This design comes from an exercise in tuning for small area, a short achievable clock period and few clock cycles on the open sky130 flow, not from production work. Function was checked by simulation only, so behaviour that the tests miss may differ from the original. No activity file was given, so power comes from the tool's default toggle rates.

===== flow/design.v =====
`timescale 1ps/1ps
module debouncer(in,io_sel,tk_inp,start,reset,clk);
 input [3:0]in;
 input clk;
 output reg io_sel,tk_inp,start,reset;
 always@(posedge clk)
 begin
     io_sel<=in[0];
     tk_inp<=in[1];
     start<=in[2];
     reset<=in[3];
 end
endmodule
module comparator(pts,io_sel,tk_inp,led,start,clk,out,reset,wr_en,wr_a,wr_b,wr_w);
 input clk,start,reset;
 output reg [2:0]out;
 input [2:0]pts;
 input io_sel,tk_inp;
 output reg led;
 input wr_en;
 input [2:0]wr_a,wr_b;
 input [5:0]wr_w;
 localparam SEL=2'd0, RELAX=2'd1, BACK=2'd2, DONE=2'd3;
 reg [5:0]wt[63:0];
 reg [8:0]dt[7:0];
 reg [7:0]visited;
 reg [2:0]path[7:0];
 reg [2:0]i_state,f_state,p_state;
 reg [1:0]phase;
 reg [3:0]a,cnt;
 reg [3:0]ct;
 reg [9:0]best;
 reg [2:0]best_n;
 reg found;
 reg tk_d,st_d;
 integer k;
 wire [8:0]cand = dt[p_state]+{3'd0,wt[{p_state,a[2:0]}]};
 wire [8:0]back = dt[a[2:0]]+{3'd0,wt[{a[2:0],p_state}]};
 always@(posedge clk)
 begin
     if(wr_en)
     begin
         wt[{wr_a,wr_b}]<=wr_w;
         wt[{wr_b,wr_a}]<=wr_w;
     end
 end
 always@(posedge clk)
 begin
     tk_d<=tk_inp;
     st_d<=start;
     if(tk_inp && !tk_d)
     begin
         if(io_sel==1'b0)
           i_state<=pts;
         else
           f_state<=pts;
     end
 end
 always@(posedge clk)
 begin
     if(reset==1'b1)
     begin
         phase<=SEL;
         a<=4'd0;
         cnt<=4'd0;
         ct<=4'd0;
         visited<=8'd0;
         best<=10'h3ff;
         found<=1'b0;
         led<=1'b0;
         p_state<=i_state;
         for(k=0;k<8;k=k+1)
           dt[k]<=(k[2:0]==i_state)?9'd0:9'h1ff;
     end
     else
     begin
         case(phase)
             SEL : begin
                 if(a<4'd8)
                 begin
                     if(!visited[a[2:0]] && {1'b0,dt[a[2:0]]}<best)
                     begin
                         best<={1'b0,dt[a[2:0]]};
                         best_n<=a[2:0];
                     end
                     a<=a+4'd1;
                 end
                 else
                 begin
                     p_state<=best_n;
                     visited[best_n]<=1'b1;
                     best<=10'h3ff;
                     a<=4'd0;
                     phase<=RELAX;
                 end
             end
             RELAX : begin
                 if(a<4'd8)
                 begin
                     if(!visited[a[2:0]] && cand<dt[a[2:0]])
                       dt[a[2:0]]<=cand;
                     a<=a+4'd1;
                 end
                 else
                 begin
                     a<=4'd0;
                     if(cnt==4'd7)
                     begin
                         cnt<=4'd1;
                         p_state<=f_state;
                         path[0]<=f_state;
                         phase<=BACK;
                     end
                     else
                     begin
                         cnt<=cnt+4'd1;
                         phase<=SEL;
                     end
                 end
             end
             BACK : begin
                 if(p_state==i_state)
                 begin
                     led<=1'b1;
                     phase<=DONE;
                 end
                 else if(a<4'd8)
                 begin
                     if(!found && a[2:0]!=p_state && back==dt[p_state])
                     begin
                         found<=1'b1;
                         best_n<=a[2:0];
                     end
                     a<=a+4'd1;
                 end
                 else
                 begin
                     found<=1'b0;
                     a<=4'd0;
                     p_state<=best_n;
                     path[cnt[2:0]]<=best_n;
                     cnt<=cnt+4'd1;
                 end
             end
             DONE : begin
                 if(start && !st_d)
                 begin
                     out<=path[ct[2:0]];
                     if(ct+4'd1<cnt)
                       ct<=ct+4'd1;
                 end
             end
         endcase
     end
 end
endmodule
module Top(pts,led,out,clk,IN,wr_en,wr_a,wr_b,wr_w);
 input [2:0]pts;
 input [3:0]IN;
 input clk;
 output led;
 output [2:0]out;
 input wr_en;
 input [2:0]wr_a,wr_b;
 input [5:0]wr_w;
 wire io_sel,tk_inp,start,reset;
 debouncer D1(IN,io_sel,tk_inp,start,reset,clk);
 comparator c1(pts,io_sel,tk_inp,led,start,clk,out,reset,wr_en,wr_a,wr_b,wr_w);
endmodule

===== flow/run.sh =====
#!/bin/bash
# synth_recipe.tcl (not shown) runs the flow's synth.tcl, then flattens the netlist and writes it again
# the make line also repeats each setting of config.mk as NAME=value (left out here)
make -C /OpenROAD-flow-scripts/flow DESIGN_CONFIG=/design/flow/config.mk WORK_HOME=/design/flow/orfs CLKGATE_MAP_FILE= SYNTH_SCRIPT=/design/flow/synth_recipe.tcl finish

===== flow/config.mk =====
export PLATFORM = sky130hd
export DESIGN_NAME = Top
export DESIGN_NICKNAME = Top
export VERILOG_FILES = /design/flow/design.v
export SDC_FILE = /design/flow/constraint.sdc
export NUM_CORES = 4
export LEC_CHECK = 0
export CAP_MARGIN = 20
export CORE_MARGIN = 2
export CORE_UTILIZATION = 40
export SLEW_MARGIN = 20

===== flow/constraint.sdc =====
create_clock -name core_clock -period 12.0 [get_ports {clk}]
set_input_delay 2.4000 -clock core_clock [delete_from_list [all_inputs] [get_ports {clk}]]
set_output_delay 2.4000 -clock core_clock [all_outputs]
set_load 0.01 [all_outputs]

==> qor.yml, run 1 <==
outcome: "timing/DRC/antenna clean"
wl_microns: 56900
vdd_drop_max_uv: 125
antenna_found_initial: 0
async_reset_ff_frac: 0
cts_resized: 0
muxShareOfSynthArea: 0.184
leakagePower_nw: 7.39
synth.yosys.seq_area_share: 0.554
ctsHtreeMaxLevel: 2
fp-row-count: 80
tightest_slew_ns: 1.16
end_kind: "register"
die_h_microns: 224
grt_max_degree: 62
port_buffers: 24
cts_buffers: 41
stdcell_area_sq_um: 21600
powerDensity_nw_per_um2: 169
dieArea_sq_um: 50200
wl_met1_microns: 22900
crit_path_max_fanout: 61
worstSetupStartpointType: "register"
fin_crit_ns: 7.94
synthFlopType: "edfxtp_1"
pre_cts_ws_ns: 3.99
cts.path.max_buffers: 3
holdBufCountCts: 0
final_common_cell: "edfxtp_1"
netlist_area_sq_um: 19400
synth_nets: 1535
final_cell_mix: "edfxtp_1 (327), mux2i_1 (121), nor2_1 (103)"
die_w_microns: 224
synth_compound_area_frac: 0.107
drc: 0
gp_congestion: 0.945
cts_root_buffer: "clkbuf_16"
synth_cell_types: 82
maxSlewHeadroom: 0.221
drt_iter0_markers: 1512
crit_required_ns: 12.23
arrival_ns: 8.17
place_area_sq_um: 20200
core_area_sq_um: 47700
track_usage: 0.227
grt_pass1_wl_microns: 83700
hold_viol: 0
top_layer_used: "met4"
rsz0062_at_grt: "no"
overflow: 0
skew_ns: 0.0230
wl_met3_microns: 3650
synth_area_per_cell_sq_um: 13.2
drtPass1Iterations: 6
post_route_cells_drive_above_1_share: 0.165
nNetsFinal: 1536
fin_util: 0.451
setup_violations: 0
routedWlPerCell_microns: 26.9
antennaDiodeCount: 0
area_growth_pct: 11.2
slew_viol_final: 0
io_pins: 25
fin_crit_sh: 0.662
dr_total_vias: 13000
clk_pin_slew_worst_paths_ns: 0.06
tns_ns: 0
wl_met2_microns: 27700
clkLatencyLatePin_ns: 0.58
cts_tree: "done"
grt_pass1_vias: 12800
synth_xor_area_frac: 0.0159
via_per_inst: 6.14
hpwl_microns: 39800
synth_top_family_by_area: "multiplexers"
ys.warnings.count: 2
synthAdderAreaFrac: 0.0305
initial_utilization: 0.406
cts_setup_buffers: 0
worstSetupPathType: "register to register"
fmax_mhz: 126
syn_inst: 1468
hp-class: "register to register"
ant_nets: 0
yosys.area_share.simple: 0.0742
worst_slack_ns: 4.06
synth-edff-count: 327
maxCapViolCount: 0
clkSinkCount: 373
ys_ff_latch: 373
synthesized netlist by cell type, types with 29 or more instances:
cell type,number,share of area
nand2_1,74,0.014
clkbuf_1,63,0.012
mux2i_1,121,0.062
mux4_2,65,0.076
inv_1,43,0.0083
buf_2,29,0.0075
mux2_2,57,0.033
edfxtp_1,327,0.51
dfxtp_1,46,0.047
a21oi_1,73,0.019
o21ai_0,44,0.011
nor2_1,104,0.020
ha_1,44,0.028
metrics by stage:
| step | hold slack [ns] | std cells | total power [mW] |
|---|---|---|---|
| 2_1_floorplan | 0.331 | 1468 | 2.12 |
| 3_3_place_gp | 0.355 | 2036 | 2.43 |
| 3_5_place_dp | 0.353 | 2036 | 2.45 |
| 4_1_cts | 0.368 | 2111 | 3.65 |
| 5_1_grt | 0.377 | 2116 | 3.78 |
| 6_report | 0.365 | 2116 | 3.65 |
per-layer routing:
metal,GRT usage,vias to the layer above
met5,0,-
met1,0.290,6542
li1,-,5740
met3,0.0345,145
met4,0.105,0
met2,0.381,559
worst max-delay path, stage by stage, from the launching register on:
cell and delay, ns:
dfxtp_4 0.89, buf_4 0.80, nor2_1 0.23, buf_4 0.27, a22o_1 0.24, a221oi_1 0.22, o21ai_0 0.13, a21oi_1 0.15
a31oi_1 0.07, mux4_2 0.51, ha_1 0.20, inv_1 0.08, fa_1 0.21, nor2b_1 0.05, o21ai_0 0.24, nand3_1 0.12
nand2b_1 0.41, inv_1 0.11, ha_1 0.33, a21o_1 0.17, a21o_1 0.20, a2111oi_4 0.81, o211ai_1 0.44, buf_2 0.31
nand2b_1 0.37
area by class of cell:
cell class                 instances  area, sq um
sequential                       373        10800
clock inverter                    20          180
tap                              615          769
clock buffer                      55         1100
multi-input combinational        939         8030
inverter                          47          181
timing repair buffer              67          541
fill                            4260        26200
where the power goes:
part | internal [mW] | leakage, nW | switching (mW) | total [mW]
clock | 0.690 | 0.616 | 0.521 | 1.21
sequential | 1.44 | 3.27 | 0.0472 | 1.49
combinational | 0.362 | 3.50 | 0.587 | 0.948
worst paths after layout:
kind | startpoint | cells past startpoint | end | slack, ns
worst max-delay path | c1.a[2]$_SDFFE_PP0P_ | 24 | c1.dt[7][1]$_DFFE_PP_ | 4.06
worst min-delay path | D1.start$_DFF_P_ | 0 | c1.st_d$_DFF_P_ | 0.37
worst max register to register | c1.a[2]$_SDFFE_PP0P_ | 24 | c1.dt[7][1]$_DFFE_PP_ | 4.06
worst min register to register | D1.start$_DFF_P_ | 0 | c1.st_d$_DFF_P_ | 0.37
cells by family after synthesis:
logic type / count (synthesis)
buffers and inverters: 156
multiplexers: 254
AO/OA/AOI/OAI: 303
flip-flops: 373
adder cells (fa/ha/maj): 46
XOR/XNOR: 32
AND/OR/NAND/NOR: 304
sequential cells by signal, summed over array words and instances (netlist names), 4 cells and up, named ones only:
register / count
c1.visited: 8
c1.cnt: 4
c1.dt: 72
c1.best: 10
c1.a: 4
c1.wt: 216
c1.path: 24
c1.ct: 4
Testbench counts, summed over its fixed seeds: cycles 41,836.
==> run 2, diff against run 1 <==
==> flow/design.v (replaced) <==
`timescale 1ps/1ps
module Top(pts,led,out,clk,IN,wr_en,wr_a,wr_b,wr_w);
 input [2:0]pts;
 input [3:0]IN;
 input clk;
 output reg led;
 output reg [2:0]out;
 input wr_en;
 input [2:0]wr_a,wr_b;
 input [5:0]wr_w;
 reg io_sel,tk_inp,start,reset;
 reg tk_d,st_d;
 always@(posedge clk)
 begin
     io_sel<=IN[0];
     tk_inp<=IN[1];
     start<=IN[2];
     reset<=IN[3];
     tk_d<=tk_inp;
     st_d<=start;
 end
 reg [2:0]i_state,f_state;
 wire ld=tk_inp&&!tk_d;
 wire ld_src=ld&&!io_sel;
 always@(posedge clk)
 begin
     if(ld_src)
       i_state<=pts;
     if(ld&&io_sel)
       f_state<=pts;
 end
 wire [2:0]src_n=ld_src?pts:i_state;
 reg [5:0]wt[27:0];
 function integer eidx(input integer i,input integer j);
   integer lo,hi;
   begin
     lo=(i<j)?i:j;
     hi=(i<j)?j:i;
     eidx=lo*7-(lo*(lo-1))/2+(hi-lo-1);
   end
 endfunction
 genvar gi,gj;
 generate
   for(gi=0;gi<8;gi=gi+1)
   begin:wi
     for(gj=gi+1;gj<8;gj=gj+1)
     begin:wj
       always@(posedge clk)
         if(wr_en&&((wr_a==gi&&wr_b==gj)||(wr_a==gj&&wr_b==gi)))
           wt[eidx(gi,gj)]<=wr_w;
     end
   end
 endgenerate
 reg [8:0]dt[7:0];
 reg [7:0]visited;
 reg [2:0]pred[7:0];
 wire restart=wr_en||ld_src;
 wire [7:0]sel;
 generate
   for(gi=0;gi<8;gi=gi+1)
   begin:sl
     wire [7:0]ok;
     for(gj=0;gj<8;gj=gj+1)
     begin:sc
       if(gj==gi) assign ok[gj]=1'b1;
       else if(gj>gi) assign ok[gj]=visited[gj]||(dt[gi]<=dt[gj]);
       else assign ok[gj]=visited[gj]||(dt[gi]<dt[gj]);
     end
     assign sel[gi]=!visited[gi]&&(&ok);
   end
 endgenerate
 wire [2:0]p={sel[4]|sel[5]|sel[6]|sel[7],sel[2]|sel[3]|sel[6]|sel[7],sel[1]|sel[3]|sel[5]|sel[7]};
 reg [8:0]dp;
 reg [5:0]wp[7:0];
 integer u,v;
 always@(*)
 begin
     dp=9'd0;
     for(u=0;u<8;u=u+1)
       dp=dp|({9{sel[u]}}&dt[u]);
     for(v=0;v<8;v=v+1)
     begin
       wp[v]=6'd0;
       for(u=0;u<8;u=u+1)
         if(u!=v)
           wp[v]=wp[v]|({6{sel[u]}}&wt[eidx(u,v)]);
     end
 end
 integer k;
 always@(posedge clk)
 begin
     if(restart)
     begin
         visited<=8'd0;
         for(k=0;k<8;k=k+1)
           dt[k]<=(k[2:0]==src_n)?9'd0:9'h1ff;
     end
     else
     begin
         visited<=visited|sel;
         for(k=0;k<8;k=k+1)
           if(!visited[k]&&!sel[k])
           begin
             if(dp+{3'd0,wp[k]}<dt[k])
             begin
               dt[k]<=dp+{3'd0,wp[k]};
               pred[k]<=p;
             end
             else if(dp+{3'd0,wp[k]}==dt[k]&&p<pred[k])
               pred[k]<=p;
           end
     end
 end
 always@(posedge clk)
 begin
     if(IN[3]&&reset)
       led<=1'b0;
     else if(!IN[3]&&(visited[f_state]||sel[f_state]))
       led<=1'b1;
 end
 reg [2:0]cur;
 always@(posedge clk)
 begin
     if(reset)
       cur<=f_state;
     else if(start&&!st_d)
     begin
         out<=cur;
         if(cur!=i_state)
           cur<=pred[cur];
     end
 end
endmodule
==> run 2 against run 1 <==
Against the previous run: cell count is 42% higher; via count is 51% higher; utilization is 0.81 points lower; clock-buffer cell count is 9 lower; still clean on timing, DRC and antenna; area after synthesis is 17% higher; flip-flop and latch count is 82 lower; hold slack better by 0.00080 ns; cell area is 16% higher; clock power is 13% lower; die area is 16% higher; largest power group is now combinational logic; global-route usage is 6.4 points higher; highest routed layer unchanged.
==> qor.yml, run 2 <==
outcome: "timing/DRC/antenna clean"
slew_viol_final: 0
clkLatencyLatePin_ns: 0.57
ys_top_cells_by_area: "edfxtp_1 (36%), ha_1 (21%), a222oi_1 (3.6%), a21oi_1 (3.5%), nand2_1 (3.2%)"
holdBufCountCts: 0
syn_inst: 2211
hp-class: "register to register"
post_route_cells_drive_above_1_share: 0.0502
nNetsFinal: 2639
drc: 0
synth_top_area_frac: 0.362
cts_tree: "done"
grt_pass1_vias: 19100
cts_resized: 0
crit_required_ns: 12.22
hold_viol: 0
ys_ff_latch: 291
setup_violations: 0
cts.path.max_buffers: 3
synth_cell_types: 81
arrival_ns: 8.56
regMostFlops: "wt"
worstSetupStartpointType: "register"
worstSetupPathType: "register to register"
drtPass1Iterations: 9
synth_nets: 2628
die_w_microns: 242
wl_microns: 87200
leakagePower_nw: 10.3
ys.warnings.count: 5
drt_iter0_markers: 2877
synth.top_cells.by_count: "ha_1 (388), edfxtp_1 (273), nand2_1 (191)"
area_growth_pct: 9.95
cts_setup_buffers: 0
cts_buffers: 36
synthFlopType: "edfxtp_1"
ant_nets: 0
place_area_sq_um: 23800
rsz0062_at_grt: "no"
dr_total_vias: 19600
async_reset_ff_frac: 0
skew_ns: 0.0202
powerDensity_nw_per_um2: 322
port_buffers: 24
overflow: 0
initial_utilization: 0.403
cts_root_buffer: "clkbuf_16"
fmax_mhz: 120
antenna_found_initial: 1
routedWlPerCell_microns: 29.0
stdcell_area_sq_um: 24900
grt_max_degree: 56
hpwl_microns: 64100
final_common_cell: "ha_1"
fp-row-count: 87
grt_pass1_wl_microns: 126000
synth.yosys.seq_area_share: 0.378
ctsHtreeMaxLevel: 2
synth_most_common_cell: "ha_1"
fin_crit_ns: 8.34
maxSlewHeadroom: 0.283
yosys.area.top_type: "edfxtp_1"
end_kind: "register"
dieArea_sq_um: 58500
vdd_drop_max_uv: 111
tightest_slew_ns: 1.07
top_regs: "wt x168, dt x72, pred x24"
antennaDiodeCount: 0
maxCapViolCount: 0
die_h_microns: 242
io_pins: 25
crit_path_max_fanout: 54
track_usage: 0.291
fin_crit_sh: 0.695
largest_reg_flops: 168
tns_ns: 0
synth_area_per_cell_sq_um: 10.2
netlist_area_sq_um: 22600
via_per_inst: 6.51
synth-edff-count: 273
final_cell_mix: "ha_1 (388), edfxtp_1 (273), nand2_1 (191)"
clk_pin_slew_worst_paths_ns: 0.06
core_area_sq_um: 56200
gp_congestion: 0.996
clkSinkCount: 291
run 2: cell types whose count changed after synthesis, moves of 26 or more:
| cell | delta |
|---|---|
| nand3_1 | +73 |
| edfxtp_1 | -54 |
| inv_1 | +105 |
| mux4_2 | -58 |
| nand4_1 | +44 |
| mux2_2 | -57 |
| a21oi_1 | +84 |
| nand2_1 | +117 |
| a21o_1 | +26 |
| mux2i_1 | -112 |
| dfxtp_1 | -28 |
| ha_1 | +344 |
| a222oi_1 | +81 |
| a22oi_1 | +31 |
run 2: routing by layer:
| layer | global-route usage | share of wire |
|---|---|---|
| met1 | 0.366 | 0.39 |
| met2 | 0.469 | 0.45 |
| met3 | 0.0471 | 0.091 |
| met4 | 0.181 | 0.073 |
| met5 | 0 | 0 |
run 2: per-stage QoR:
step	setup slack, ns	cells	util	total power [mW]	hold WS (ns)
global placement	3.75	2939	0.423	6.62	0.345
floorplan	5.49	2211	-	4.93	0.336
finish	3.66	3005	0.443	8.01	0.366
global route	3.44	3005	0.443	8.54	0.396
CTS	3.97	3005	0.443	7.86	0.366
detailed placement	4.03	2940	0.423	6.78	0.359
run 2: where the power goes:
part	internal [mW]	leakage, nW	switching, mW	total, mW
Sequential	1.40	2.75	0.470	1.87
Clock	0.604	0.545	0.449	1.05
Combinational	1.86	7.02	3.22	5.09
Total	3.86	10.3	4.14	8.01
run 2: cell type report:
class	instances	area (sq um)
clock buffers	46	938
clock inverters	19	176
fillers	5310	31300
inverters	149	559
multi-input cells	1690	13300
flip-flops and latches	291	8560
well taps	756	946
repair buffers	54	465
run 2: final timing paths:
kind	from	endpoint	slack, ns	depth (start not counted)
min reg2reg	tk_inp$_DFF_P_	tk_d$_DFF_P_	0.37	0
min	tk_inp$_DFF_P_	tk_d$_DFF_P_	0.37	0
max	dt[5][4]$_DFFE_PP_	pred[1][0]$_DFFE_PP_	3.66	24
max reg2reg	dt[5][4]$_DFFE_PP_	pred[1][0]$_DFFE_PP_	3.66	24
run 2: cells by family after synthesis:
group | share of synthesized area
mux | 0.0109
xor+xnor | 0.0232
compound gates | 0.187
buf+inv | 0.0392
simple gates | 0.140
fa+ha+maj | 0.221
flops | 0.378
run 2: worst max-delay path: stages, from the launching register on:
cell	delay, ns
edfxtp_1	0.86
inv_1	0.21
ha_1	0.39
a22o_1	0.23
o41ai_1	0.75
o221ai_1	0.26
nor4b_2	0.60
and2_2	0.24
buf_4	0.58
a22o_1	0.24
a21oi_1	0.05
nand3_1	0.13
buf_4	0.30
ha_1	0.28
a21o_1	0.18
a21oi_1	0.27
o21bai_1	0.10
a21oi_1	0.23
nor2b_1	0.08
o32ai_1	0.16
xor2_1	0.41
ha_1	0.37
nand3b_1	0.28
o41ai_1	0.37
and3_1	0.42
Testbench counts of run 2, summed over its fixed seeds: cycles 3,879.

==> port drivers added, routing unchanged <==
Ports are ideal in the flow. The routed layouts listed here were re-timed in OpenROAD.
Step 1, drivers: a clkbuf_16 drives clk and a buf_2 each remaining input, both assumed.
Step 2 also shifts input and output timing later by t, the mid clock arrival at the registers, as if the neighbouring blocks saw the same clock.
a / b / c = no drivers / after step 1 / after step 2; a / b = the first two.
| run | t (ns) | setup WS [ns] | worst setup path after step 2 | clock arrival spread, ns |
|---|---|---|---|---|
| run 1 | 0.631 | 4.058 / 4.058 / 4.058 | register to register | 0.023 / 0.023 |
| run 2 | 0.611 | 3.660 / 3.660 / 3.660 | register to register | 0.022 / 0.021 |
After both steps setup and hold are still met in every run listed.
